What follows belongs to an exercise in optimizing a design on an open flow for small area and a short achievable clock period; a production flow would make more cautious choices.
In this exercise RTL edits were held to simulation tests only and were not proved equivalent to the original.
Power figures rest on the tool's default switching activity, not on a simulated workload.

==> design.v <==
module dsp_trader (
    input  wire        clk,
    input  wire        rst,
    input  wire [15:0] price_in,
    input  wire        price_valid,
    output wire [31:0] trade_word,
    output reg         trade_valid
);
    reg [31:0] ema_short;
    reg [31:0] ema_long;
    reg [7:0]  cnt;
    reg        p_ge;    
    reg        p_le;    
    reg [15:0] last_price;
    wire n1 = ~ema_short[3];
    wire n2 = ~ema_short[4];
    wire n3 = ~ema_short[5];
    wire n4 = ~ema_short[6];
    wire n5 = ~ema_short[7];
    wire n6 = ~ema_short[8];
    wire n7 = ~ema_short[9];
    wire n8 = ~ema_short[10];
    wire n9 = ~ema_short[11];
    wire n10 = ~ema_short[12];
    wire n11 = ~ema_short[13];
    wire n12 = ~ema_short[14];
    wire n13 = ~ema_short[15];
    wire n14 = ~ema_short[16];
    wire n15 = ~ema_short[17];
    wire n16 = ~ema_short[18];
    wire n17 = ~ema_short[19];
    wire n18 = ~ema_short[20];
    wire n19 = ~ema_short[21];
    wire n20 = ~ema_short[22];
    wire n21 = ~ema_short[23];
    wire n22 = ~ema_short[24];
    wire n23 = ~ema_short[25];
    wire n24 = ~ema_short[26];
    wire n25 = ~ema_short[27];
    wire n26 = ~ema_short[28];
    wire n27 = ~ema_short[29];
    wire n28 = ~ema_short[30];
    wire n29 = ~ema_short[31];
    wire n30 = ~|ema_short[2:0];
    wire n31 = ema_short[13] ^ price_in[0];
    wire n32 = n31 ^ n14;
    wire n33 = ema_short[13] & price_in[0];
    wire n34 = ema_short[13] ^ price_in[0];
    wire n35 = n14 & n34;
    wire n36 = n33 | n35;
    wire n37 = ema_short[14] ^ price_in[1];
    wire n38 = n37 ^ n15;
    wire n39 = ema_short[14] & price_in[1];
    wire n40 = ema_short[14] ^ price_in[1];
    wire n41 = n15 & n40;
    wire n42 = n39 | n41;
    wire n43 = ema_short[15] ^ price_in[2];
    wire n44 = n43 ^ n16;
    wire n45 = ema_short[15] & price_in[2];
    wire n46 = ema_short[15] ^ price_in[2];
    wire n47 = n16 & n46;
    wire n48 = n45 | n47;
    wire n49 = ema_short[16] ^ price_in[3];
    wire n50 = n49 ^ n17;
    wire n51 = ema_short[16] & price_in[3];
    wire n52 = ema_short[16] ^ price_in[3];
    wire n53 = n17 & n52;
    wire n54 = n51 | n53;
    wire n55 = ema_short[17] ^ price_in[4];
    wire n56 = n55 ^ n18;
    wire n57 = ema_short[17] & price_in[4];
    wire n58 = ema_short[17] ^ price_in[4];
    wire n59 = n18 & n58;
    wire n60 = n57 | n59;
    wire n61 = ema_short[18] ^ price_in[5];
    wire n62 = n61 ^ n19;
    wire n63 = ema_short[18] & price_in[5];
    wire n64 = ema_short[18] ^ price_in[5];
    wire n65 = n19 & n64;
    wire n66 = n63 | n65;
    wire n67 = ema_short[19] ^ price_in[6];
    wire n68 = n67 ^ n20;
    wire n69 = ema_short[19] & price_in[6];
    wire n70 = ema_short[19] ^ price_in[6];
    wire n71 = n20 & n70;
    wire n72 = n69 | n71;
    wire n73 = ema_short[20] ^ price_in[7];
    wire n74 = n73 ^ n21;
    wire n75 = ema_short[20] & price_in[7];
    wire n76 = ema_short[20] ^ price_in[7];
    wire n77 = n21 & n76;
    wire n78 = n75 | n77;
    wire n79 = ema_short[21] ^ price_in[8];
    wire n80 = n79 ^ n22;
    wire n81 = ema_short[21] & price_in[8];
    wire n82 = ema_short[21] ^ price_in[8];
    wire n83 = n22 & n82;
    wire n84 = n81 | n83;
    wire n85 = ema_short[22] ^ price_in[9];
    wire n86 = n85 ^ n23;
    wire n87 = ema_short[22] & price_in[9];
    wire n88 = ema_short[22] ^ price_in[9];
    wire n89 = n23 & n88;
    wire n90 = n87 | n89;
    wire n91 = ema_short[23] ^ price_in[10];
    wire n92 = n91 ^ n24;
    wire n93 = ema_short[23] & price_in[10];
    wire n94 = ema_short[23] ^ price_in[10];
    wire n95 = n24 & n94;
    wire n96 = n93 | n95;
    wire n97 = ema_short[24] ^ price_in[11];
    wire n98 = n97 ^ n25;
    wire n99 = ema_short[24] & price_in[11];
    wire n100 = ema_short[24] ^ price_in[11];
    wire n101 = n25 & n100;
    wire n102 = n99 | n101;
    wire n103 = ema_short[25] ^ price_in[12];
    wire n104 = n103 ^ n26;
    wire n105 = ema_short[25] & price_in[12];
    wire n106 = ema_short[25] ^ price_in[12];
    wire n107 = n26 & n106;
    wire n108 = n105 | n107;
    wire n109 = ema_short[26] ^ price_in[13];
    wire n110 = n109 ^ n27;
    wire n111 = ema_short[26] & price_in[13];
    wire n112 = ema_short[26] ^ price_in[13];
    wire n113 = n27 & n112;
    wire n114 = n111 | n113;
    wire n115 = ema_short[27] ^ price_in[14];
    wire n116 = n115 ^ n28;
    wire n117 = ema_short[27] & price_in[14];
    wire n118 = ema_short[27] ^ price_in[14];
    wire n119 = n28 & n118;
    wire n120 = n117 | n119;
    wire n121 = ema_short[28] ^ price_in[15];
    wire n122 = n121 ^ n29;
    wire n123 = ema_short[28] & price_in[15];
    wire n124 = ema_short[28] ^ price_in[15];
    wire n125 = n29 & n124;
    wire n126 = n123 | n125;
    wire n127 = ~ema_short[29];
    wire n128 = n127 ^ n126;
    wire n129 = ema_short[29] | n126;
    wire n130 = ~ema_short[30];
    wire n131 = n130 ^ n129;
    wire n132 = ema_short[30] | n129;
    wire n133 = ~ema_short[31];
    wire n134 = n133 ^ n132;
    wire n135 = ema_short[31] | n132;
    wire n136 = ema_short[0] & n1;
    wire n137 = ema_short[1] & n2;
    wire n138 = ema_short[2] & n3;
    wire n139 = ema_short[3] & n4;
    wire n140 = ema_short[4] & n5;
    wire n141 = ema_short[5] & n6;
    wire n142 = ema_short[6] & n7;
    wire n143 = ema_short[7] & n8;
    wire n144 = ema_short[8] & n9;
    wire n145 = ema_short[9] & n10;
    wire n146 = ema_short[10] & n11;
    wire n147 = ema_short[11] & n12;
    wire n148 = ema_short[12] & n13;
    wire n149 = n36 & n38;
    wire n150 = n42 & n44;
    wire n151 = n48 & n50;
    wire n152 = n54 & n56;
    wire n153 = n60 & n62;
    wire n154 = n66 & n68;
    wire n155 = n72 & n74;
    wire n156 = n78 & n80;
    wire n157 = n84 & n86;
    wire n158 = n90 & n92;
    wire n159 = n96 & n98;
    wire n160 = n102 & n104;
    wire n161 = n108 & n110;
    wire n162 = n114 & n116;
    wire n163 = n120 & n122;
    wire n164 = ema_short[0] ^ n1;
    wire n165 = ema_short[1] ^ n2;
    wire n166 = ema_short[2] ^ n3;
    wire n167 = ema_short[3] ^ n4;
    wire n168 = ema_short[4] ^ n5;
    wire n169 = ema_short[5] ^ n6;
    wire n170 = ema_short[6] ^ n7;
    wire n171 = ema_short[7] ^ n8;
    wire n172 = ema_short[8] ^ n9;
    wire n173 = ema_short[9] ^ n10;
    wire n174 = ema_short[10] ^ n11;
    wire n175 = ema_short[11] ^ n12;
    wire n176 = ema_short[12] ^ n13;
    wire n177 = n36 ^ n38;
    wire n178 = n42 ^ n44;
    wire n179 = n48 ^ n50;
    wire n180 = n54 ^ n56;
    wire n181 = n60 ^ n62;
    wire n182 = n66 ^ n68;
    wire n183 = n72 ^ n74;
    wire n184 = n78 ^ n80;
    wire n185 = n84 ^ n86;
    wire n186 = n90 ^ n92;
    wire n187 = n96 ^ n98;
    wire n188 = n102 ^ n104;
    wire n189 = n108 ^ n110;
    wire n190 = n114 ^ n116;
    wire n191 = n120 ^ n122;
    wire n192 = n164 & n30;
    wire n193 = n136 | n192;
    wire n194 = n165 & n193;
    wire n195 = n137 | n194;
    wire n196 = n165 & n164;
    wire n197 = n167 & n138;
    wire n198 = n139 | n197;
    wire n199 = n167 & n166;
    wire n200 = n169 & n140;
    wire n201 = n141 | n200;
    wire n202 = n169 & n168;
    wire n203 = n171 & n142;
    wire n204 = n143 | n203;
    wire n205 = n171 & n170;
    wire n206 = n173 & n144;
    wire n207 = n145 | n206;
    wire n208 = n173 & n172;
    wire n209 = n175 & n146;
    wire n210 = n147 | n209;
    wire n211 = n175 & n174;
    wire n212 = n32 & n148;
    wire n213 = n32 & n176;
    wire n214 = n178 & n149;
    wire n215 = n150 | n214;
    wire n216 = n178 & n177;
    wire n217 = n180 & n151;
    wire n218 = n152 | n217;
    wire n219 = n180 & n179;
    wire n220 = n182 & n153;
    wire n221 = n154 | n220;
    wire n222 = n182 & n181;
    wire n223 = n184 & n155;
    wire n224 = n156 | n223;
    wire n225 = n184 & n183;
    wire n226 = n186 & n157;
    wire n227 = n158 | n226;
    wire n228 = n186 & n185;
    wire n229 = n188 & n159;
    wire n230 = n160 | n229;
    wire n231 = n188 & n187;
    wire n232 = n190 & n161;
    wire n233 = n162 | n232;
    wire n234 = n190 & n189;
    wire n235 = n128 & n163;
    wire n236 = n128 & n191;
    wire n237 = n134 & n131;
    wire n238 = n166 & n195;
    wire n239 = n138 | n238;
    wire n240 = n166 & n196;
    wire n241 = n199 & n195;
    wire n242 = n198 | n241;
    wire n243 = n199 & n196;
    wire n244 = n170 & n201;
    wire n245 = n142 | n244;
    wire n246 = n170 & n202;
    wire n247 = n205 & n201;
    wire n248 = n204 | n247;
    wire n249 = n205 & n202;
    wire n250 = n174 & n207;
    wire n251 = n146 | n250;
    wire n252 = n174 & n208;
    wire n253 = n211 & n207;
    wire n254 = n210 | n253;
    wire n255 = n211 & n208;
    wire n256 = n177 & n212;
    wire n257 = n149 | n256;
    wire n258 = n177 & n213;
    wire n259 = n216 & n212;
    wire n260 = n215 | n259;
    wire n261 = n216 & n213;
    wire n262 = n181 & n218;
    wire n263 = n153 | n262;
    wire n264 = n181 & n219;
    wire n265 = n222 & n218;
    wire n266 = n221 | n265;
    wire n267 = n222 & n219;
    wire n268 = n185 & n224;
    wire n269 = n157 | n268;
    wire n270 = n185 & n225;
    wire n271 = n228 & n224;
    wire n272 = n227 | n271;
    wire n273 = n228 & n225;
    wire n274 = n189 & n230;
    wire n275 = n161 | n274;
    wire n276 = n189 & n231;
    wire n277 = n234 & n230;
    wire n278 = n233 | n277;
    wire n279 = n234 & n231;
    wire n280 = n131 & n235;
    wire n281 = n131 & n236;
    wire n282 = n237 & n235;
    wire n283 = n237 & n236;
    wire n284 = n168 & n242;
    wire n285 = n140 | n284;
    wire n286 = n168 & n243;
    wire n287 = n202 & n242;
    wire n288 = n201 | n287;
    wire n289 = n202 & n243;
    wire n290 = n246 & n242;
    wire n291 = n245 | n290;
    wire n292 = n246 & n243;
    wire n293 = n249 & n242;
    wire n294 = n248 | n293;
    wire n295 = n249 & n243;
    wire n296 = n176 & n254;
    wire n297 = n148 | n296;
    wire n298 = n176 & n255;
    wire n299 = n213 & n254;
    wire n300 = n212 | n299;
    wire n301 = n213 & n255;
    wire n302 = n258 & n254;
    wire n303 = n257 | n302;
    wire n304 = n258 & n255;
    wire n305 = n261 & n254;
    wire n306 = n260 | n305;
    wire n307 = n261 & n255;
    wire n308 = n183 & n266;
    wire n309 = n155 | n308;
    wire n310 = n183 & n267;
    wire n311 = n225 & n266;
    wire n312 = n224 | n311;
    wire n313 = n225 & n267;
    wire n314 = n270 & n266;
    wire n315 = n269 | n314;
    wire n316 = n270 & n267;
    wire n317 = n273 & n266;
    wire n318 = n272 | n317;
    wire n319 = n273 & n267;
    wire n320 = n191 & n278;
    wire n321 = n163 | n320;
    wire n322 = n191 & n279;
    wire n323 = n236 & n278;
    wire n324 = n235 | n323;
    wire n325 = n236 & n279;
    wire n326 = n281 & n278;
    wire n327 = n280 | n326;
    wire n328 = n281 & n279;
    wire n329 = n283 & n278;
    wire n330 = n282 | n329;
    wire n331 = n283 & n279;
    wire n332 = n172 & n294;
    wire n333 = n144 | n332;
    wire n334 = n172 & n295;
    wire n335 = n208 & n294;
    wire n336 = n207 | n335;
    wire n337 = n208 & n295;
    wire n338 = n252 & n294;
    wire n339 = n251 | n338;
    wire n340 = n252 & n295;
    wire n341 = n255 & n294;
    wire n342 = n254 | n341;
    wire n343 = n255 & n295;
    wire n344 = n298 & n294;
    wire n345 = n297 | n344;
    wire n346 = n298 & n295;
    wire n347 = n301 & n294;
    wire n348 = n300 | n347;
    wire n349 = n301 & n295;
    wire n350 = n304 & n294;
    wire n351 = n303 | n350;
    wire n352 = n304 & n295;
    wire n353 = n307 & n294;
    wire n354 = n306 | n353;
    wire n355 = n307 & n295;
    wire n356 = n187 & n318;
    wire n357 = n159 | n356;
    wire n358 = n187 & n319;
    wire n359 = n231 & n318;
    wire n360 = n230 | n359;
    wire n361 = n231 & n319;
    wire n362 = n276 & n318;
    wire n363 = n275 | n362;
    wire n364 = n276 & n319;
    wire n365 = n279 & n318;
    wire n366 = n278 | n365;
    wire n367 = n279 & n319;
    wire n368 = n322 & n318;
    wire n369 = n321 | n368;
    wire n370 = n322 & n319;
    wire n371 = n325 & n318;
    wire n372 = n324 | n371;
    wire n373 = n325 & n319;
    wire n374 = n328 & n318;
    wire n375 = n327 | n374;
    wire n376 = n328 & n319;
    wire n377 = n331 & n318;
    wire n378 = n330 | n377;
    wire n379 = n331 & n319;
    wire n380 = n179 & n354;
    wire n381 = n151 | n380;
    wire n382 = n179 & n355;
    wire n383 = n219 & n354;
    wire n384 = n218 | n383;
    wire n385 = n219 & n355;
    wire n386 = n264 & n354;
    wire n387 = n263 | n386;
    wire n388 = n264 & n355;
    wire n389 = n267 & n354;
    wire n390 = n266 | n389;
    wire n391 = n267 & n355;
    wire n392 = n310 & n354;
    wire n393 = n309 | n392;
    wire n394 = n310 & n355;
    wire n395 = n313 & n354;
    wire n396 = n312 | n395;
    wire n397 = n313 & n355;
    wire n398 = n316 & n354;
    wire n399 = n315 | n398;
    wire n400 = n316 & n355;
    wire n401 = n319 & n354;
    wire n402 = n318 | n401;
    wire n403 = n319 & n355;
    wire n404 = n358 & n354;
    wire n405 = n357 | n404;
    wire n406 = n358 & n355;
    wire n407 = n361 & n354;
    wire n408 = n360 | n407;
    wire n409 = n361 & n355;
    wire n410 = n364 & n354;
    wire n411 = n363 | n410;
    wire n412 = n364 & n355;
    wire n413 = n367 & n354;
    wire n414 = n366 | n413;
    wire n415 = n367 & n355;
    wire n416 = n370 & n354;
    wire n417 = n369 | n416;
    wire n418 = n370 & n355;
    wire n419 = n373 & n354;
    wire n420 = n372 | n419;
    wire n421 = n373 & n355;
    wire n422 = n376 & n354;
    wire n423 = n375 | n422;
    wire n424 = n376 & n355;
    wire n425 = n379 & n354;
    wire n426 = n378 | n425;
    wire n427 = n379 & n355;
    wire n428 = n164 ^ n30;
    wire n429 = n165 ^ n193;
    wire n430 = n166 ^ n195;
    wire n431 = n167 ^ n239;
    wire n432 = n168 ^ n242;
    wire n433 = n169 ^ n285;
    wire n434 = n170 ^ n288;
    wire n435 = n171 ^ n291;
    wire n436 = n172 ^ n294;
    wire n437 = n173 ^ n333;
    wire n438 = n174 ^ n336;
    wire n439 = n175 ^ n339;
    wire n440 = n176 ^ n342;
    wire n441 = n32 ^ n345;
    wire n442 = n177 ^ n348;
    wire n443 = n178 ^ n351;
    wire n444 = n179 ^ n354;
    wire n445 = n180 ^ n381;
    wire n446 = n181 ^ n384;
    wire n447 = n182 ^ n387;
    wire n448 = n183 ^ n390;
    wire n449 = n184 ^ n393;
    wire n450 = n185 ^ n396;
    wire n451 = n186 ^ n399;
    wire n452 = n187 ^ n402;
    wire n453 = n188 ^ n405;
    wire n454 = n189 ^ n408;
    wire n455 = n190 ^ n411;
    wire n456 = n191 ^ n414;
    wire n457 = n128 ^ n417;
    wire n458 = n131 ^ n420;
    wire n459 = n134 ^ n423;
    wire n460 = ~ema_long[6];
    wire n461 = ~ema_long[7];
    wire n462 = ~ema_long[8];
    wire n463 = ~ema_long[9];
    wire n464 = ~ema_long[10];
    wire n465 = ~ema_long[11];
    wire n466 = ~ema_long[12];
    wire n467 = ~ema_long[13];
    wire n468 = ~ema_long[14];
    wire n469 = ~ema_long[15];
    wire n470 = ~ema_long[16];
    wire n471 = ~ema_long[17];
    wire n472 = ~ema_long[18];
    wire n473 = ~ema_long[19];
    wire n474 = ~ema_long[20];
    wire n475 = ~ema_long[21];
    wire n476 = ~ema_long[22];
    wire n477 = ~ema_long[23];
    wire n478 = ~ema_long[24];
    wire n479 = ~ema_long[25];
    wire n480 = ~ema_long[26];
    wire n481 = ~ema_long[27];
    wire n482 = ~ema_long[28];
    wire n483 = ~ema_long[29];
    wire n484 = ~ema_long[30];
    wire n485 = ~ema_long[31];
    wire n486 = ~|ema_long[5:0];
    wire n487 = ema_long[10] ^ price_in[0];
    wire n488 = n487 ^ n470;
    wire n489 = ema_long[10] & price_in[0];
    wire n490 = ema_long[10] ^ price_in[0];
    wire n491 = n470 & n490;
    wire n492 = n489 | n491;
    wire n493 = ema_long[11] ^ price_in[1];
    wire n494 = n493 ^ n471;
    wire n495 = ema_long[11] & price_in[1];
    wire n496 = ema_long[11] ^ price_in[1];
    wire n497 = n471 & n496;
    wire n498 = n495 | n497;
    wire n499 = ema_long[12] ^ price_in[2];
    wire n500 = n499 ^ n472;
    wire n501 = ema_long[12] & price_in[2];
    wire n502 = ema_long[12] ^ price_in[2];
    wire n503 = n472 & n502;
    wire n504 = n501 | n503;
    wire n505 = ema_long[13] ^ price_in[3];
    wire n506 = n505 ^ n473;
    wire n507 = ema_long[13] & price_in[3];
    wire n508 = ema_long[13] ^ price_in[3];
    wire n509 = n473 & n508;
    wire n510 = n507 | n509;
    wire n511 = ema_long[14] ^ price_in[4];
    wire n512 = n511 ^ n474;
    wire n513 = ema_long[14] & price_in[4];
    wire n514 = ema_long[14] ^ price_in[4];
    wire n515 = n474 & n514;
    wire n516 = n513 | n515;
    wire n517 = ema_long[15] ^ price_in[5];
    wire n518 = n517 ^ n475;
    wire n519 = ema_long[15] & price_in[5];
    wire n520 = ema_long[15] ^ price_in[5];
    wire n521 = n475 & n520;
    wire n522 = n519 | n521;
    wire n523 = ema_long[16] ^ price_in[6];
    wire n524 = n523 ^ n476;
    wire n525 = ema_long[16] & price_in[6];
    wire n526 = ema_long[16] ^ price_in[6];
    wire n527 = n476 & n526;
    wire n528 = n525 | n527;
    wire n529 = ema_long[17] ^ price_in[7];
    wire n530 = n529 ^ n477;
    wire n531 = ema_long[17] & price_in[7];
    wire n532 = ema_long[17] ^ price_in[7];
    wire n533 = n477 & n532;
    wire n534 = n531 | n533;
    wire n535 = ema_long[18] ^ price_in[8];
    wire n536 = n535 ^ n478;
    wire n537 = ema_long[18] & price_in[8];
    wire n538 = ema_long[18] ^ price_in[8];
    wire n539 = n478 & n538;
    wire n540 = n537 | n539;
    wire n541 = ema_long[19] ^ price_in[9];
    wire n542 = n541 ^ n479;
    wire n543 = ema_long[19] & price_in[9];
    wire n544 = ema_long[19] ^ price_in[9];
    wire n545 = n479 & n544;
    wire n546 = n543 | n545;
    wire n547 = ema_long[20] ^ price_in[10];
    wire n548 = n547 ^ n480;
    wire n549 = ema_long[20] & price_in[10];
    wire n550 = ema_long[20] ^ price_in[10];
    wire n551 = n480 & n550;
    wire n552 = n549 | n551;
    wire n553 = ema_long[21] ^ price_in[11];
    wire n554 = n553 ^ n481;
    wire n555 = ema_long[21] & price_in[11];
    wire n556 = ema_long[21] ^ price_in[11];
    wire n557 = n481 & n556;
    wire n558 = n555 | n557;
    wire n559 = ema_long[22] ^ price_in[12];
    wire n560 = n559 ^ n482;
    wire n561 = ema_long[22] & price_in[12];
    wire n562 = ema_long[22] ^ price_in[12];
    wire n563 = n482 & n562;
    wire n564 = n561 | n563;
    wire n565 = ema_long[23] ^ price_in[13];
    wire n566 = n565 ^ n483;
    wire n567 = ema_long[23] & price_in[13];
    wire n568 = ema_long[23] ^ price_in[13];
    wire n569 = n483 & n568;
    wire n570 = n567 | n569;
    wire n571 = ema_long[24] ^ price_in[14];
    wire n572 = n571 ^ n484;
    wire n573 = ema_long[24] & price_in[14];
    wire n574 = ema_long[24] ^ price_in[14];
    wire n575 = n484 & n574;
    wire n576 = n573 | n575;
    wire n577 = ema_long[25] ^ price_in[15];
    wire n578 = n577 ^ n485;
    wire n579 = ema_long[25] & price_in[15];
    wire n580 = ema_long[25] ^ price_in[15];
    wire n581 = n485 & n580;
    wire n582 = n579 | n581;
    wire n583 = ~ema_long[26];
    wire n584 = n583 ^ n582;
    wire n585 = ema_long[26] | n582;
    wire n586 = ~ema_long[27];
    wire n587 = n586 ^ n585;
    wire n588 = ema_long[27] | n585;
    wire n589 = ~ema_long[28];
    wire n590 = n589 ^ n588;
    wire n591 = ema_long[28] | n588;
    wire n592 = ~ema_long[29];
    wire n593 = n592 ^ n591;
    wire n594 = ema_long[29] | n591;
    wire n595 = ~ema_long[30];
    wire n596 = n595 ^ n594;
    wire n597 = ema_long[30] | n594;
    wire n598 = ~ema_long[31];
    wire n599 = n598 ^ n597;
    wire n600 = ema_long[31] | n597;
    wire n601 = ema_long[0] & n460;
    wire n602 = ema_long[1] & n461;
    wire n603 = ema_long[2] & n462;
    wire n604 = ema_long[3] & n463;
    wire n605 = ema_long[4] & n464;
    wire n606 = ema_long[5] & n465;
    wire n607 = ema_long[6] & n466;
    wire n608 = ema_long[7] & n467;
    wire n609 = ema_long[8] & n468;
    wire n610 = ema_long[9] & n469;
    wire n611 = n492 & n494;
    wire n612 = n498 & n500;
    wire n613 = n504 & n506;
    wire n614 = n510 & n512;
    wire n615 = n516 & n518;
    wire n616 = n522 & n524;
    wire n617 = n528 & n530;
    wire n618 = n534 & n536;
    wire n619 = n540 & n542;
    wire n620 = n546 & n548;
    wire n621 = n552 & n554;
    wire n622 = n558 & n560;
    wire n623 = n564 & n566;
    wire n624 = n570 & n572;
    wire n625 = n576 & n578;
    wire n626 = ema_long[0] ^ n460;
    wire n627 = ema_long[1] ^ n461;
    wire n628 = ema_long[2] ^ n462;
    wire n629 = ema_long[3] ^ n463;
    wire n630 = ema_long[4] ^ n464;
    wire n631 = ema_long[5] ^ n465;
    wire n632 = ema_long[6] ^ n466;
    wire n633 = ema_long[7] ^ n467;
    wire n634 = ema_long[8] ^ n468;
    wire n635 = ema_long[9] ^ n469;
    wire n636 = n492 ^ n494;
    wire n637 = n498 ^ n500;
    wire n638 = n504 ^ n506;
    wire n639 = n510 ^ n512;
    wire n640 = n516 ^ n518;
    wire n641 = n522 ^ n524;
    wire n642 = n528 ^ n530;
    wire n643 = n534 ^ n536;
    wire n644 = n540 ^ n542;
    wire n645 = n546 ^ n548;
    wire n646 = n552 ^ n554;
    wire n647 = n558 ^ n560;
    wire n648 = n564 ^ n566;
    wire n649 = n570 ^ n572;
    wire n650 = n576 ^ n578;
    wire n651 = n626 & n486;
    wire n652 = n601 | n651;
    wire n653 = n627 & n652;
    wire n654 = n602 | n653;
    wire n655 = n627 & n626;
    wire n656 = n629 & n603;
    wire n657 = n604 | n656;
    wire n658 = n629 & n628;
    wire n659 = n631 & n605;
    wire n660 = n606 | n659;
    wire n661 = n631 & n630;
    wire n662 = n633 & n607;
    wire n663 = n608 | n662;
    wire n664 = n633 & n632;
    wire n665 = n635 & n609;
    wire n666 = n610 | n665;
    wire n667 = n635 & n634;
    wire n668 = n636 & n488;
    wire n669 = n638 & n612;
    wire n670 = n613 | n669;
    wire n671 = n638 & n637;
    wire n672 = n640 & n614;
    wire n673 = n615 | n672;
    wire n674 = n640 & n639;
    wire n675 = n642 & n616;
    wire n676 = n617 | n675;
    wire n677 = n642 & n641;
    wire n678 = n644 & n618;
    wire n679 = n619 | n678;
    wire n680 = n644 & n643;
    wire n681 = n646 & n620;
    wire n682 = n621 | n681;
    wire n683 = n646 & n645;
    wire n684 = n648 & n622;
    wire n685 = n623 | n684;
    wire n686 = n648 & n647;
    wire n687 = n650 & n624;
    wire n688 = n625 | n687;
    wire n689 = n650 & n649;
    wire n690 = n587 & n584;
    wire n691 = n593 & n590;
    wire n692 = n599 & n596;
    wire n693 = n628 & n654;
    wire n694 = n603 | n693;
    wire n695 = n628 & n655;
    wire n696 = n658 & n654;
    wire n697 = n657 | n696;
    wire n698 = n658 & n655;
    wire n699 = n632 & n660;
    wire n700 = n607 | n699;
    wire n701 = n632 & n661;
    wire n702 = n664 & n660;
    wire n703 = n663 | n702;
    wire n704 = n664 & n661;
    wire n705 = n488 & n666;
    wire n706 = n488 & n667;
    wire n707 = n668 & n666;
    wire n708 = n611 | n707;
    wire n709 = n668 & n667;
    wire n710 = n639 & n670;
    wire n711 = n614 | n710;
    wire n712 = n639 & n671;
    wire n713 = n674 & n670;
    wire n714 = n673 | n713;
    wire n715 = n674 & n671;
    wire n716 = n643 & n676;
    wire n717 = n618 | n716;
    wire n718 = n643 & n677;
    wire n719 = n680 & n676;
    wire n720 = n679 | n719;
    wire n721 = n680 & n677;
    wire n722 = n647 & n682;
    wire n723 = n622 | n722;
    wire n724 = n647 & n683;
    wire n725 = n686 & n682;
    wire n726 = n685 | n725;
    wire n727 = n686 & n683;
    wire n728 = n584 & n688;
    wire n729 = n584 & n689;
    wire n730 = n690 & n688;
    wire n731 = n690 & n689;
    wire n732 = n596 & n691;
    wire n733 = n692 & n691;
    wire n734 = n630 & n697;
    wire n735 = n605 | n734;
    wire n736 = n630 & n698;
    wire n737 = n661 & n697;
    wire n738 = n660 | n737;
    wire n739 = n661 & n698;
    wire n740 = n701 & n697;
    wire n741 = n700 | n740;
    wire n742 = n701 & n698;
    wire n743 = n704 & n697;
    wire n744 = n703 | n743;
    wire n745 = n704 & n698;
    wire n746 = n637 & n708;
    wire n747 = n612 | n746;
    wire n748 = n637 & n709;
    wire n749 = n671 & n708;
    wire n750 = n670 | n749;
    wire n751 = n671 & n709;
    wire n752 = n712 & n708;
    wire n753 = n711 | n752;
    wire n754 = n712 & n709;
    wire n755 = n715 & n708;
    wire n756 = n714 | n755;
    wire n757 = n715 & n709;
    wire n758 = n645 & n720;
    wire n759 = n620 | n758;
    wire n760 = n645 & n721;
    wire n761 = n683 & n720;
    wire n762 = n682 | n761;
    wire n763 = n683 & n721;
    wire n764 = n724 & n720;
    wire n765 = n723 | n764;
    wire n766 = n724 & n721;
    wire n767 = n727 & n720;
    wire n768 = n726 | n767;
    wire n769 = n727 & n721;
    wire n770 = n590 & n730;
    wire n771 = n590 & n731;
    wire n772 = n691 & n730;
    wire n773 = n691 & n731;
    wire n774 = n732 & n730;
    wire n775 = n732 & n731;
    wire n776 = n733 & n730;
    wire n777 = n733 & n731;
    wire n778 = n634 & n744;
    wire n779 = n609 | n778;
    wire n780 = n634 & n745;
    wire n781 = n667 & n744;
    wire n782 = n666 | n781;
    wire n783 = n667 & n745;
    wire n784 = n706 & n744;
    wire n785 = n705 | n784;
    wire n786 = n706 & n745;
    wire n787 = n709 & n744;
    wire n788 = n708 | n787;
    wire n789 = n709 & n745;
    wire n790 = n748 & n744;
    wire n791 = n747 | n790;
    wire n792 = n748 & n745;
    wire n793 = n751 & n744;
    wire n794 = n750 | n793;
    wire n795 = n751 & n745;
    wire n796 = n754 & n744;
    wire n797 = n753 | n796;
    wire n798 = n754 & n745;
    wire n799 = n757 & n744;
    wire n800 = n756 | n799;
    wire n801 = n757 & n745;
    wire n802 = n649 & n768;
    wire n803 = n624 | n802;
    wire n804 = n649 & n769;
    wire n805 = n689 & n768;
    wire n806 = n688 | n805;
    wire n807 = n689 & n769;
    wire n808 = n729 & n768;
    wire n809 = n728 | n808;
    wire n810 = n729 & n769;
    wire n811 = n731 & n768;
    wire n812 = n730 | n811;
    wire n813 = n731 & n769;
    wire n814 = n771 & n768;
    wire n815 = n770 | n814;
    wire n816 = n771 & n769;
    wire n817 = n773 & n768;
    wire n818 = n772 | n817;
    wire n819 = n773 & n769;
    wire n820 = n775 & n768;
    wire n821 = n774 | n820;
    wire n822 = n775 & n769;
    wire n823 = n777 & n768;
    wire n824 = n776 | n823;
    wire n825 = n777 & n769;
    wire n826 = n641 & n800;
    wire n827 = n616 | n826;
    wire n828 = n641 & n801;
    wire n829 = n677 & n800;
    wire n830 = n676 | n829;
    wire n831 = n677 & n801;
    wire n832 = n718 & n800;
    wire n833 = n717 | n832;
    wire n834 = n718 & n801;
    wire n835 = n721 & n800;
    wire n836 = n720 | n835;
    wire n837 = n721 & n801;
    wire n838 = n760 & n800;
    wire n839 = n759 | n838;
    wire n840 = n760 & n801;
    wire n841 = n763 & n800;
    wire n842 = n762 | n841;
    wire n843 = n763 & n801;
    wire n844 = n766 & n800;
    wire n845 = n765 | n844;
    wire n846 = n766 & n801;
    wire n847 = n769 & n800;
    wire n848 = n768 | n847;
    wire n849 = n769 & n801;
    wire n850 = n804 & n800;
    wire n851 = n803 | n850;
    wire n852 = n804 & n801;
    wire n853 = n807 & n800;
    wire n854 = n806 | n853;
    wire n855 = n807 & n801;
    wire n856 = n810 & n800;
    wire n857 = n809 | n856;
    wire n858 = n810 & n801;
    wire n859 = n813 & n800;
    wire n860 = n812 | n859;
    wire n861 = n813 & n801;
    wire n862 = n816 & n800;
    wire n863 = n815 | n862;
    wire n864 = n816 & n801;
    wire n865 = n819 & n800;
    wire n866 = n818 | n865;
    wire n867 = n819 & n801;
    wire n868 = n822 & n800;
    wire n869 = n821 | n868;
    wire n870 = n822 & n801;
    wire n871 = n825 & n800;
    wire n872 = n824 | n871;
    wire n873 = n825 & n801;
    wire n874 = n626 ^ n486;
    wire n875 = n627 ^ n652;
    wire n876 = n628 ^ n654;
    wire n877 = n629 ^ n694;
    wire n878 = n630 ^ n697;
    wire n879 = n631 ^ n735;
    wire n880 = n632 ^ n738;
    wire n881 = n633 ^ n741;
    wire n882 = n634 ^ n744;
    wire n883 = n635 ^ n779;
    wire n884 = n488 ^ n782;
    wire n885 = n636 ^ n785;
    wire n886 = n637 ^ n788;
    wire n887 = n638 ^ n791;
    wire n888 = n639 ^ n794;
    wire n889 = n640 ^ n797;
    wire n890 = n641 ^ n800;
    wire n891 = n642 ^ n827;
    wire n892 = n643 ^ n830;
    wire n893 = n644 ^ n833;
    wire n894 = n645 ^ n836;
    wire n895 = n646 ^ n839;
    wire n896 = n647 ^ n842;
    wire n897 = n648 ^ n845;
    wire n898 = n649 ^ n848;
    wire n899 = n650 ^ n851;
    wire n900 = n584 ^ n854;
    wire n901 = n587 ^ n857;
    wire n902 = n590 ^ n860;
    wire n903 = n593 ^ n863;
    wire n904 = n596 ^ n866;
    wire n905 = n599 ^ n869;
    wire [31:0] next_short = {n459, n458, n457, n456, n455, n454, n453, n452, n451, n450, n449, n448, n447, n446, n445, n444, n443, n442, n441, n440, n439, n438, n437, n436, n435, n434, n433, n432, n431, n430, n429, n428};
    wire [31:0] next_long = {n905, n904, n903, n902, n901, n900, n899, n898, n897, n896, n895, n894, n893, n892, n891, n890, n889, n888, n887, n886, n885, n884, n883, n882, n881, n880, n879, n878, n877, n876, n875, n874};
    wire n906 = ~ema_long[0];
    wire n907 = ~ema_long[1];
    wire n908 = ~ema_long[2];
    wire n909 = ~ema_long[3];
    wire n910 = ~ema_long[4];
    wire n911 = ~ema_long[5];
    wire n912 = ~ema_long[6];
    wire n913 = ~ema_long[7];
    wire n914 = ~ema_long[8];
    wire n915 = ~ema_long[9];
    wire n916 = ~ema_long[10];
    wire n917 = ~ema_long[11];
    wire n918 = ~ema_long[12];
    wire n919 = ~ema_long[13];
    wire n920 = ~ema_long[14];
    wire n921 = ~ema_long[15];
    wire n922 = ~ema_long[16];
    wire n923 = ~ema_long[17];
    wire n924 = ~ema_long[18];
    wire n925 = ~ema_long[19];
    wire n926 = ~ema_long[20];
    wire n927 = ~ema_long[21];
    wire n928 = ~ema_long[22];
    wire n929 = ~ema_long[23];
    wire n930 = ~ema_long[24];
    wire n931 = ~ema_long[25];
    wire n932 = ~ema_long[26];
    wire n933 = ~ema_long[27];
    wire n934 = ~ema_long[28];
    wire n935 = ~ema_long[29];
    wire n936 = ~ema_long[30];
    wire n937 = ~ema_long[31];
    wire n938 = ema_short[0] & n906;
    wire n939 = ema_short[1] & n907;
    wire n940 = ema_short[2] & n908;
    wire n941 = ema_short[3] & n909;
    wire n942 = ema_short[4] & n910;
    wire n943 = ema_short[5] & n911;
    wire n944 = ema_short[6] & n912;
    wire n945 = ema_short[7] & n913;
    wire n946 = ema_short[8] & n914;
    wire n947 = ema_short[9] & n915;
    wire n948 = ema_short[10] & n916;
    wire n949 = ema_short[11] & n917;
    wire n950 = ema_short[12] & n918;
    wire n951 = ema_short[13] & n919;
    wire n952 = ema_short[14] & n920;
    wire n953 = ema_short[15] & n921;
    wire n954 = ema_short[16] & n922;
    wire n955 = ema_short[17] & n923;
    wire n956 = ema_short[18] & n924;
    wire n957 = ema_short[19] & n925;
    wire n958 = ema_short[20] & n926;
    wire n959 = ema_short[21] & n927;
    wire n960 = ema_short[22] & n928;
    wire n961 = ema_short[23] & n929;
    wire n962 = ema_short[24] & n930;
    wire n963 = ema_short[25] & n931;
    wire n964 = ema_short[26] & n932;
    wire n965 = ema_short[27] & n933;
    wire n966 = ema_short[28] & n934;
    wire n967 = ema_short[29] & n935;
    wire n968 = ema_short[30] & n936;
    wire n969 = ema_short[31] & n937;
    wire n970 = ema_short[0] ^ n906;
    wire n971 = ema_short[1] ^ n907;
    wire n972 = ema_short[2] ^ n908;
    wire n973 = ema_short[3] ^ n909;
    wire n974 = ema_short[4] ^ n910;
    wire n975 = ema_short[5] ^ n911;
    wire n976 = ema_short[6] ^ n912;
    wire n977 = ema_short[7] ^ n913;
    wire n978 = ema_short[8] ^ n914;
    wire n979 = ema_short[9] ^ n915;
    wire n980 = ema_short[10] ^ n916;
    wire n981 = ema_short[11] ^ n917;
    wire n982 = ema_short[12] ^ n918;
    wire n983 = ema_short[13] ^ n919;
    wire n984 = ema_short[14] ^ n920;
    wire n985 = ema_short[15] ^ n921;
    wire n986 = ema_short[16] ^ n922;
    wire n987 = ema_short[17] ^ n923;
    wire n988 = ema_short[18] ^ n924;
    wire n989 = ema_short[19] ^ n925;
    wire n990 = ema_short[20] ^ n926;
    wire n991 = ema_short[21] ^ n927;
    wire n992 = ema_short[22] ^ n928;
    wire n993 = ema_short[23] ^ n929;
    wire n994 = ema_short[24] ^ n930;
    wire n995 = ema_short[25] ^ n931;
    wire n996 = ema_short[26] ^ n932;
    wire n997 = ema_short[27] ^ n933;
    wire n998 = ema_short[28] ^ n934;
    wire n999 = ema_short[29] ^ n935;
    wire n1000 = ema_short[30] ^ n936;
    wire n1001 = ema_short[31] ^ n937;
    wire n1002 = n938 | n970;
    wire n1003 = n971 & n1002;
    wire n1004 = n939 | n1003;
    wire n1005 = n971 & n970;
    wire n1006 = n973 & n940;
    wire n1007 = n941 | n1006;
    wire n1008 = n973 & n972;
    wire n1009 = n975 & n942;
    wire n1010 = n943 | n1009;
    wire n1011 = n975 & n974;
    wire n1012 = n977 & n944;
    wire n1013 = n945 | n1012;
    wire n1014 = n977 & n976;
    wire n1015 = n979 & n946;
    wire n1016 = n947 | n1015;
    wire n1017 = n979 & n978;
    wire n1018 = n981 & n948;
    wire n1019 = n949 | n1018;
    wire n1020 = n981 & n980;
    wire n1021 = n983 & n950;
    wire n1022 = n951 | n1021;
    wire n1023 = n983 & n982;
    wire n1024 = n985 & n952;
    wire n1025 = n953 | n1024;
    wire n1026 = n985 & n984;
    wire n1027 = n987 & n954;
    wire n1028 = n955 | n1027;
    wire n1029 = n987 & n986;
    wire n1030 = n989 & n956;
    wire n1031 = n957 | n1030;
    wire n1032 = n989 & n988;
    wire n1033 = n991 & n958;
    wire n1034 = n959 | n1033;
    wire n1035 = n991 & n990;
    wire n1036 = n993 & n960;
    wire n1037 = n961 | n1036;
    wire n1038 = n993 & n992;
    wire n1039 = n995 & n962;
    wire n1040 = n963 | n1039;
    wire n1041 = n995 & n994;
    wire n1042 = n997 & n964;
    wire n1043 = n965 | n1042;
    wire n1044 = n997 & n996;
    wire n1045 = n999 & n966;
    wire n1046 = n967 | n1045;
    wire n1047 = n999 & n998;
    wire n1048 = n1001 & n968;
    wire n1049 = n969 | n1048;
    wire n1050 = n1001 & n1000;
    wire n1051 = n1008 & n1004;
    wire n1052 = n1007 | n1051;
    wire n1053 = n1008 & n1005;
    wire n1054 = n1014 & n1010;
    wire n1055 = n1013 | n1054;
    wire n1056 = n1014 & n1011;
    wire n1057 = n1020 & n1016;
    wire n1058 = n1019 | n1057;
    wire n1059 = n1020 & n1017;
    wire n1060 = n1026 & n1022;
    wire n1061 = n1025 | n1060;
    wire n1062 = n1026 & n1023;
    wire n1063 = n1032 & n1028;
    wire n1064 = n1031 | n1063;
    wire n1065 = n1032 & n1029;
    wire n1066 = n1038 & n1034;
    wire n1067 = n1037 | n1066;
    wire n1068 = n1038 & n1035;
    wire n1069 = n1044 & n1040;
    wire n1070 = n1043 | n1069;
    wire n1071 = n1044 & n1041;
    wire n1072 = n1050 & n1046;
    wire n1073 = n1049 | n1072;
    wire n1074 = n1050 & n1047;
    wire n1075 = n1056 & n1052;
    wire n1076 = n1055 | n1075;
    wire n1077 = n1056 & n1053;
    wire n1078 = n1062 & n1058;
    wire n1079 = n1061 | n1078;
    wire n1080 = n1062 & n1059;
    wire n1081 = n1068 & n1064;
    wire n1082 = n1067 | n1081;
    wire n1083 = n1068 & n1065;
    wire n1084 = n1074 & n1070;
    wire n1085 = n1073 | n1084;
    wire n1086 = n1074 & n1071;
    wire n1087 = n1080 & n1076;
    wire n1088 = n1079 | n1087;
    wire n1089 = n1080 & n1077;
    wire n1090 = n1086 & n1082;
    wire n1091 = n1085 | n1090;
    wire n1092 = n1086 & n1083;
    wire n1093 = n1092 & n1088;
    wire n1094 = n1091 | n1093;
    wire n1095 = n1092 & n1089;
    wire n1096 = n1083 & n1088;
    wire n1097 = n1082 | n1096;
    wire n1098 = n1083 & n1089;
    wire n1099 = n1059 & n1076;
    wire n1100 = n1058 | n1099;
    wire n1101 = n1059 & n1077;
    wire n1102 = n1065 & n1088;
    wire n1103 = n1064 | n1102;
    wire n1104 = n1065 & n1089;
    wire n1105 = n1071 & n1097;
    wire n1106 = n1070 | n1105;
    wire n1107 = n1071 & n1098;
    wire n1108 = n1011 & n1052;
    wire n1109 = n1010 | n1108;
    wire n1110 = n1011 & n1053;
    wire n1111 = n1017 & n1076;
    wire n1112 = n1016 | n1111;
    wire n1113 = n1017 & n1077;
    wire n1114 = n1023 & n1100;
    wire n1115 = n1022 | n1114;
    wire n1116 = n1023 & n1101;
    wire n1117 = n1029 & n1088;
    wire n1118 = n1028 | n1117;
    wire n1119 = n1029 & n1089;
    wire n1120 = n1035 & n1103;
    wire n1121 = n1034 | n1120;
    wire n1122 = n1035 & n1104;
    wire n1123 = n1041 & n1097;
    wire n1124 = n1040 | n1123;
    wire n1125 = n1041 & n1098;
    wire n1126 = n1047 & n1106;
    wire n1127 = n1046 | n1126;
    wire n1128 = n1047 & n1107;
    wire n1129 = n972 & n1004;
    wire n1130 = n940 | n1129;
    wire n1131 = n972 & n1005;
    wire n1132 = n974 & n1052;
    wire n1133 = n942 | n1132;
    wire n1134 = n974 & n1053;
    wire n1135 = n976 & n1109;
    wire n1136 = n944 | n1135;
    wire n1137 = n976 & n1110;
    wire n1138 = n978 & n1076;
    wire n1139 = n946 | n1138;
    wire n1140 = n978 & n1077;
    wire n1141 = n980 & n1112;
    wire n1142 = n948 | n1141;
    wire n1143 = n980 & n1113;
    wire n1144 = n982 & n1100;
    wire n1145 = n950 | n1144;
    wire n1146 = n982 & n1101;
    wire n1147 = n984 & n1115;
    wire n1148 = n952 | n1147;
    wire n1149 = n984 & n1116;
    wire n1150 = n986 & n1088;
    wire n1151 = n954 | n1150;
    wire n1152 = n986 & n1089;
    wire n1153 = n988 & n1118;
    wire n1154 = n956 | n1153;
    wire n1155 = n988 & n1119;
    wire n1156 = n990 & n1103;
    wire n1157 = n958 | n1156;
    wire n1158 = n990 & n1104;
    wire n1159 = n992 & n1121;
    wire n1160 = n960 | n1159;
    wire n1161 = n992 & n1122;
    wire n1162 = n994 & n1097;
    wire n1163 = n962 | n1162;
    wire n1164 = n994 & n1098;
    wire n1165 = n996 & n1124;
    wire n1166 = n964 | n1165;
    wire n1167 = n996 & n1125;
    wire n1168 = n998 & n1106;
    wire n1169 = n966 | n1168;
    wire n1170 = n998 & n1107;
    wire n1171 = n1000 & n1127;
    wire n1172 = n968 | n1171;
    wire n1173 = n1000 & n1128;
    wire n1174 = ~n970;
    wire n1175 = n971 ^ n1002;
    wire n1176 = n972 ^ n1004;
    wire n1177 = n973 ^ n1130;
    wire n1178 = n974 ^ n1052;
    wire n1179 = n975 ^ n1133;
    wire n1180 = n976 ^ n1109;
    wire n1181 = n977 ^ n1136;
    wire n1182 = n978 ^ n1076;
    wire n1183 = n979 ^ n1139;
    wire n1184 = n980 ^ n1112;
    wire n1185 = n981 ^ n1142;
    wire n1186 = n982 ^ n1100;
    wire n1187 = n983 ^ n1145;
    wire n1188 = n984 ^ n1115;
    wire n1189 = n985 ^ n1148;
    wire n1190 = n986 ^ n1088;
    wire n1191 = n987 ^ n1151;
    wire n1192 = n988 ^ n1118;
    wire n1193 = n989 ^ n1154;
    wire n1194 = n990 ^ n1103;
    wire n1195 = n991 ^ n1157;
    wire n1196 = n992 ^ n1121;
    wire n1197 = n993 ^ n1160;
    wire n1198 = n994 ^ n1097;
    wire n1199 = n995 ^ n1163;
    wire n1200 = n996 ^ n1124;
    wire n1201 = n997 ^ n1166;
    wire n1202 = n998 ^ n1106;
    wire n1203 = n999 ^ n1169;
    wire n1204 = n1000 ^ n1127;
    wire n1205 = n1001 ^ n1172;
    wire n1206 = ~n1094;
    wire [32:0] d_now = {n1206, n1205, n1204, n1203, n1202, n1201, n1200, n1199, n1198, n1197, n1196, n1195, n1194, n1193, n1192, n1191, n1190, n1189, n1188, n1187, n1186, n1185, n1184, n1183, n1182, n1181, n1180, n1179, n1178, n1177, n1176, n1175, n1174};    
    wire s_ge = ~d_now[32] & (|d_now[31:16]);                      
    wire s_le = d_now[32] & ~((&d_now[31:16]) & (|d_now[15:0]));   
    wire first   = (cnt == 8'd0);
    wire trading = (cnt >= 8'd200);
    wire d_valid = (cnt == 8'd201);
    wire d_ge = d_valid & s_ge;
    wire d_le = d_valid & s_le;
    always @(posedge clk) begin
        if (price_valid) begin
            ema_short <= first ? {price_in, 16'd0} : next_short;
            ema_long  <= first ? {price_in, 16'd0} : next_long;
        end
        if (price_valid && trading) begin
            p_ge <= d_ge;
            p_le <= d_le;
        end
        last_price <= price_in;
    end
    always @(posedge clk) begin
        if (rst) begin
            cnt         <= 8'd0;
            trade_valid <= 1'b0;
        end else begin
            trade_valid <= price_valid & trading & ((~p_ge & d_ge) | (~p_le & d_le));
            if (price_valid && cnt != 8'd201)
                cnt <= cnt + 8'd1;
        end
    end
    assign trade_word = {p_ge, 15'd50, last_price};
endmodule
==> run.sh <==
#!/bin/bash
# synth_recipe.tcl (not shown) runs the flow's synth.tcl, then flattens the netlist and writes it again
# the make line also repeats each setting of config.mk as NAME=value (left out here)
make -C /OpenROAD-flow-scripts/flow DESIGN_CONFIG=/design/flow/config.mk WORK_HOME=/design/flow/orfs CLKGATE_MAP_FILE= SYNTH_SCRIPT=/design/flow/synth_recipe.tcl finish
==> config.mk <==
export PLATFORM = sky130hd
export DESIGN_NAME = dsp_trader
export DESIGN_NICKNAME = dsp_trader
export VERILOG_FILES = /design/flow/design.v
export SDC_FILE = /design/flow/constraint.sdc
export NUM_CORES = 4
export LEC_CHECK = 0
export CAP_MARGIN = 20
export CORE_MARGIN = 2
export CORE_UTILIZATION = 40
export SLEW_MARGIN = 20
==> constraint.sdc <==
create_clock -name core_clock -period 7.5 [get_ports {clk}]
set_input_delay 1.5000 -clock core_clock [delete_from_list [all_inputs] [get_ports {clk}]]
set_output_delay 1.5000 -clock core_clock [all_outputs]
set_load 0.01 [all_outputs]
==> notes.md <==
[cells in the final DEF (no fill, tap or decap), types with 9 or more instances in the layout]
cell / synthesis / layout
a21o_1: 19 / 19
a21oi_1: 38 / 38
clkbuf_16: 0 / 9
clkdlybuf4s50_1: 0 / 35
conb_1: 2 / 15
dfxtp_1: 25 / 25
edfxtp_1: 66 / 66
fa_1: 60 / 60
ha_1: 90 / 90
inv_1: 93 / 93
nand2_1: 46 / 46
nand3_1: 17 / 17
nand4_1: 16 / 16
nor2_1: 50 / 50
nor3_1: 16 / 16
nor4_1: 11 / 11
o21a_1: 10 / 10
o21ai_0: 35 / 35
or3_1: 10 / 10
xnor2_1: 27 / 27
xor2_1: 25 / 25
[logic make-up after synthesis]
kind of cell,after synthesis
XOR/XNOR,52
multiplexers,1
AND/OR/NAND/NOR,210
other,2
adder cells (fa/ha/maj),150
AO/OA/AOI/OAI,161
buffers and inverters,119
flip-flops,91
[critical path: stages]
cell,delay (ns)
clkdlybuf4s50_1,0.54
fa_1,0.52
ha_1,0.32
and4_1,0.25
a221oi_1,0.47
or2_2,0.25
a311oi_4,0.13
o41ai_2,0.46
xnor2_1,0.17
o21ai_0,0.09
[registers in the layout (all words and copies together), names as in the netlist]
register	flops
ema_long	32
trade_valid	1
p_le	1
cnt	8
ema_short	32
last_price	16
p_ge	1
[worst max-delay path by stage]
stage	startpoint	endpoint	slack, ns	cells past startpoint
floorplan	price_in[1]	ema_short[31]$_DFFE_PP_	3.42	10
global placement	price_in[2]	ema_short[30]$_DFFE_PP_	2.56	10
detailed placement	price_in[1]	ema_short[31]$_DFFE_PP_	2.50	11
CTS	ema_short[0]$_SDFFCE_PP0P_	trade_valid$_SDFF_PP0_	2.82	18
global route	ema_short[0]$_SDFFCE_PP0P_	trade_valid$_SDFF_PP0_	2.47	18
finish	price_in[2]	ema_short[30]$_DFFE_PP_	2.86	10
[synth_stat cells, types with 4 or more instances]
cell type	count
fa_1	60
o21a_1	10
nand2_1	46
dfxtp_1	25
o211ai_1	4
buf_4	16
and3_1	6
inv_1	93
o31a_1	5
edfxtp_1	66
a21oi_1	38
nor2_1	50
xor2_1	25
nand2b_1	7
and2_1	5
o21bai_1	4
a21o_1	19
or3_1	10
xnor2_1	27
nor4_1	11
nand4_1	16
o21ai_0	35
nor3b_1	4
ha_1	90
nand3_1	17
clkbuf_1	7
nand4b_1	4
nor3_1	16
o31ai_1	7
[layout make-up]
| type | instances | area, um2 |
|---|---|---|
| fillers | 1873 | 10700 |
| multi-input cells | 589 | 5110 |
| flip-flops and latches | 91 | 2480 |
| repair buffers | 38 | 370 |
| inverters | 93 | 349 |
| well taps | 265 | 332 |
| clock buffers | 12 | 246 |
| clock inverters | 4 | 26.3 |
[power by group]
part	total, mW	internal (mW)	switching, mW	leakage [nW]
clock network	0.443	0.234	0.209	0.133
logic	2.40	1.05	1.35	2.76
registers	0.834	0.702	0.132	0.874
total	3.68	1.98	1.69	3.77
[per-layer routing]
layer  routed length [um]  part of all wire (%)
met3                  722                   3.9
met5                    0                     0
met1                 8870                    48
met2                 8440                    46
met4                  265                   1.4
[metrics by stage]
step | setup slack (ns) | power [mW] | util, %
floorplan | 3.42 | 2.70 | -
global placement | 2.56 | 3.22 | 44.1
detailed placement | 2.50 | 3.23 | 44.1
CTS | 2.82 | 3.69 | 45.5
global route | 2.47 | 4.07 | 45.5
finish | 2.86 | 3.68 | 45.5
==> summary.md <==
| Metric | Value |
|---|---|
| Detailed placement HPWL | 14400 um |
| Antenna-violating nets left | 0 |
| Most Crowded Layer GR | met2 |
| Sequential fraction of the synthesis area | 30.8% |
| Max H-tree Level | 3 |
| Synthesized area | 8050 um2 |
| First-pass GRT wire length | 30200 um |
| Status | finished clean |
| Number of port buffers | 36 |
| Placed cells | 1076 |
| Largest net degree at the start of global routing | 62 |
| Num CTS Buffers | 9 |
| Max-Cap Viols | 0 |
| Setup CP Type | input port to flip-flop |
| Post-CTS Setup Bufs | 0 |
| Vias per inst | 5.32 |
| Height of the die | 146 um |
| Final wirelength | 18300 um |
| GRT met3 Usage | 3.51% |
| CP arrival | 4.71 ns |
| Post-synth top flop | edfxtp_1 |
| Leading post-synthesis cells by cell area | edfxtp_1 (25%), fa_1 (15%), ha_1 (14%) |
| DR iter-0 viols | 252 |
| R2R setup slack | 2.88 ns |
| First-pass detailed-route iteration total | 5 |
| Unique masters post-synth | 66 |
| Met2 Use GR | 28.9% |
| Antenna violations before repair | 0 |
| Core box area | 19600 um2 |
| Overflow after GRT | 0 |
| Worst hold stages | 2 |
| Post-CTS resize count | 0 |
| Pwr per Cell Area | 412 nW/um2 |
| Clock Root Buffer | clkbuf_16 |
| Period Utilization, post-route | 61.9% |
| Area share of the largest cell type after synthesis | 24.6% |
| Met1 Use GR | 25.0% |
| Synth Area in Simple Gates | 13.9% |
| Layout cell share with drive strength beyond 1 | 5.08% |
| Initial core utilization | 41.1% |
| Clk Latency, worst-skew pair | 0.36 ns |
| Min-delay src | cnt[1]$_SDFFE_PP0P_ |
| Final Hold Fails | 0 |
| DP Area | 8650 um2 |
| XOR/XNOR Fraction of Synth Area | 5.66% |
| Post-layout minimum cycle time | 4.64 ns |
| Yosys warning count | 1 |
| Die area | 21300 um2 |
| Via count | 5809 |
| Number of global-route vias before repair | 5813 |
| Routability cong. | 0.835 |
| Cts hold-fix bufs | 0 |
| Crit end category | flip-flop |
| Post-synthesis mux area share | 0.124% |
| Post-synthesis adder-cell area fraction | 28.9% |
| Worst-margin pin slew | 0.903 ns |
| Worst Hold Margin | 0.505 ns |
| Fin. max-slew vios | 0 |
| FF-to-FF path depth | 18 |
| Clock transition at the registers of the reported paths | 0.06 ns |
| Compound-Gate Fraction of Synth Area | 14.2% |
| Async SR Flop Fraction | 0% |
| CP startpoint kind | input port |
| Number of synthesized flops with an enable pin | 66 |
| Cell row count | 51 |
| Reg2reg start | ema_short[0]$_SDFFCE_PP0P_ |
| Largest family of logic cells by synthesized area | adder cells |
| Lkg Pwr | 3.77 nW |
| Final design instance area without fill | 8920 um2 |
| CP max FO | 5 |
| RR Endpoint | trade_valid$_SDFF_PP0_ |
| DR WL/cell | 16.8 um |
| Synthesized area per cell | 10.2 um2 |
| # diodes | 0 |
| Max-slew headroom | 39.8% |
| Peak VDD IR | 0.226 mV |
| Mapped Cells | 786 |
| Ports | 52 |
| Fmax | 215 MHz |
| # setup viols final | 0 |
| Nets | 991 |
| Hold EP | cnt[1]$_SDFFE_PP0P_ |
| Clock sink count | 91 |
| Layout Area Growth over Synthesis | 10.8% |
| RSZ-0062 raised after global routing | false |
| Max Root-Sink Buffers | 2 |
| Worst Clk Skew | 0.0122 ns |
| DRC | 0 |
| CTS tree | yes |
| Final non-filler cell total | 1092 |
| Setup TNS | 0 ns |
| Synthesized flop and latch total | 91 |
| WP data required | 7.57 ns |
| Die Wd | 146 um |
| Global Route Usage Sum | 17.9% |
| Dominant cell type by area after synthesis | edfxtp_1 |
| Hold Path Class | flip-flop to flip-flop |

-- re-timing with driven ports --
No port has a modelled driver above. Below, the same layout with a new extraction and two added sets of constraints. Step 1, drivers: a clkbuf_16 drives clk and a buf_2 each remaining input, both assumed. Step 2 adds t to the input delays and takes it off the output delays; t is the mean of the earliest and latest rising clock arrival at the registers after step 1. Input paths then give back, and output paths get back, about the clock's delay inside the block. a / b / c = ideal ports / drivers / drivers and shift; a / b = the first two.
shift t [ns]: 0.393
slack for setup (ns): 2.858 / 2.877 / 2.484
slew at the worst register clock pin (ns): 0.07 / 0.07
worst slew at a driven data input, ns: 0.03
After both steps setup and hold are still met in this run. The setup slack of this run moves by +0.019 ns with the drivers and by -0.374 ns with both steps.
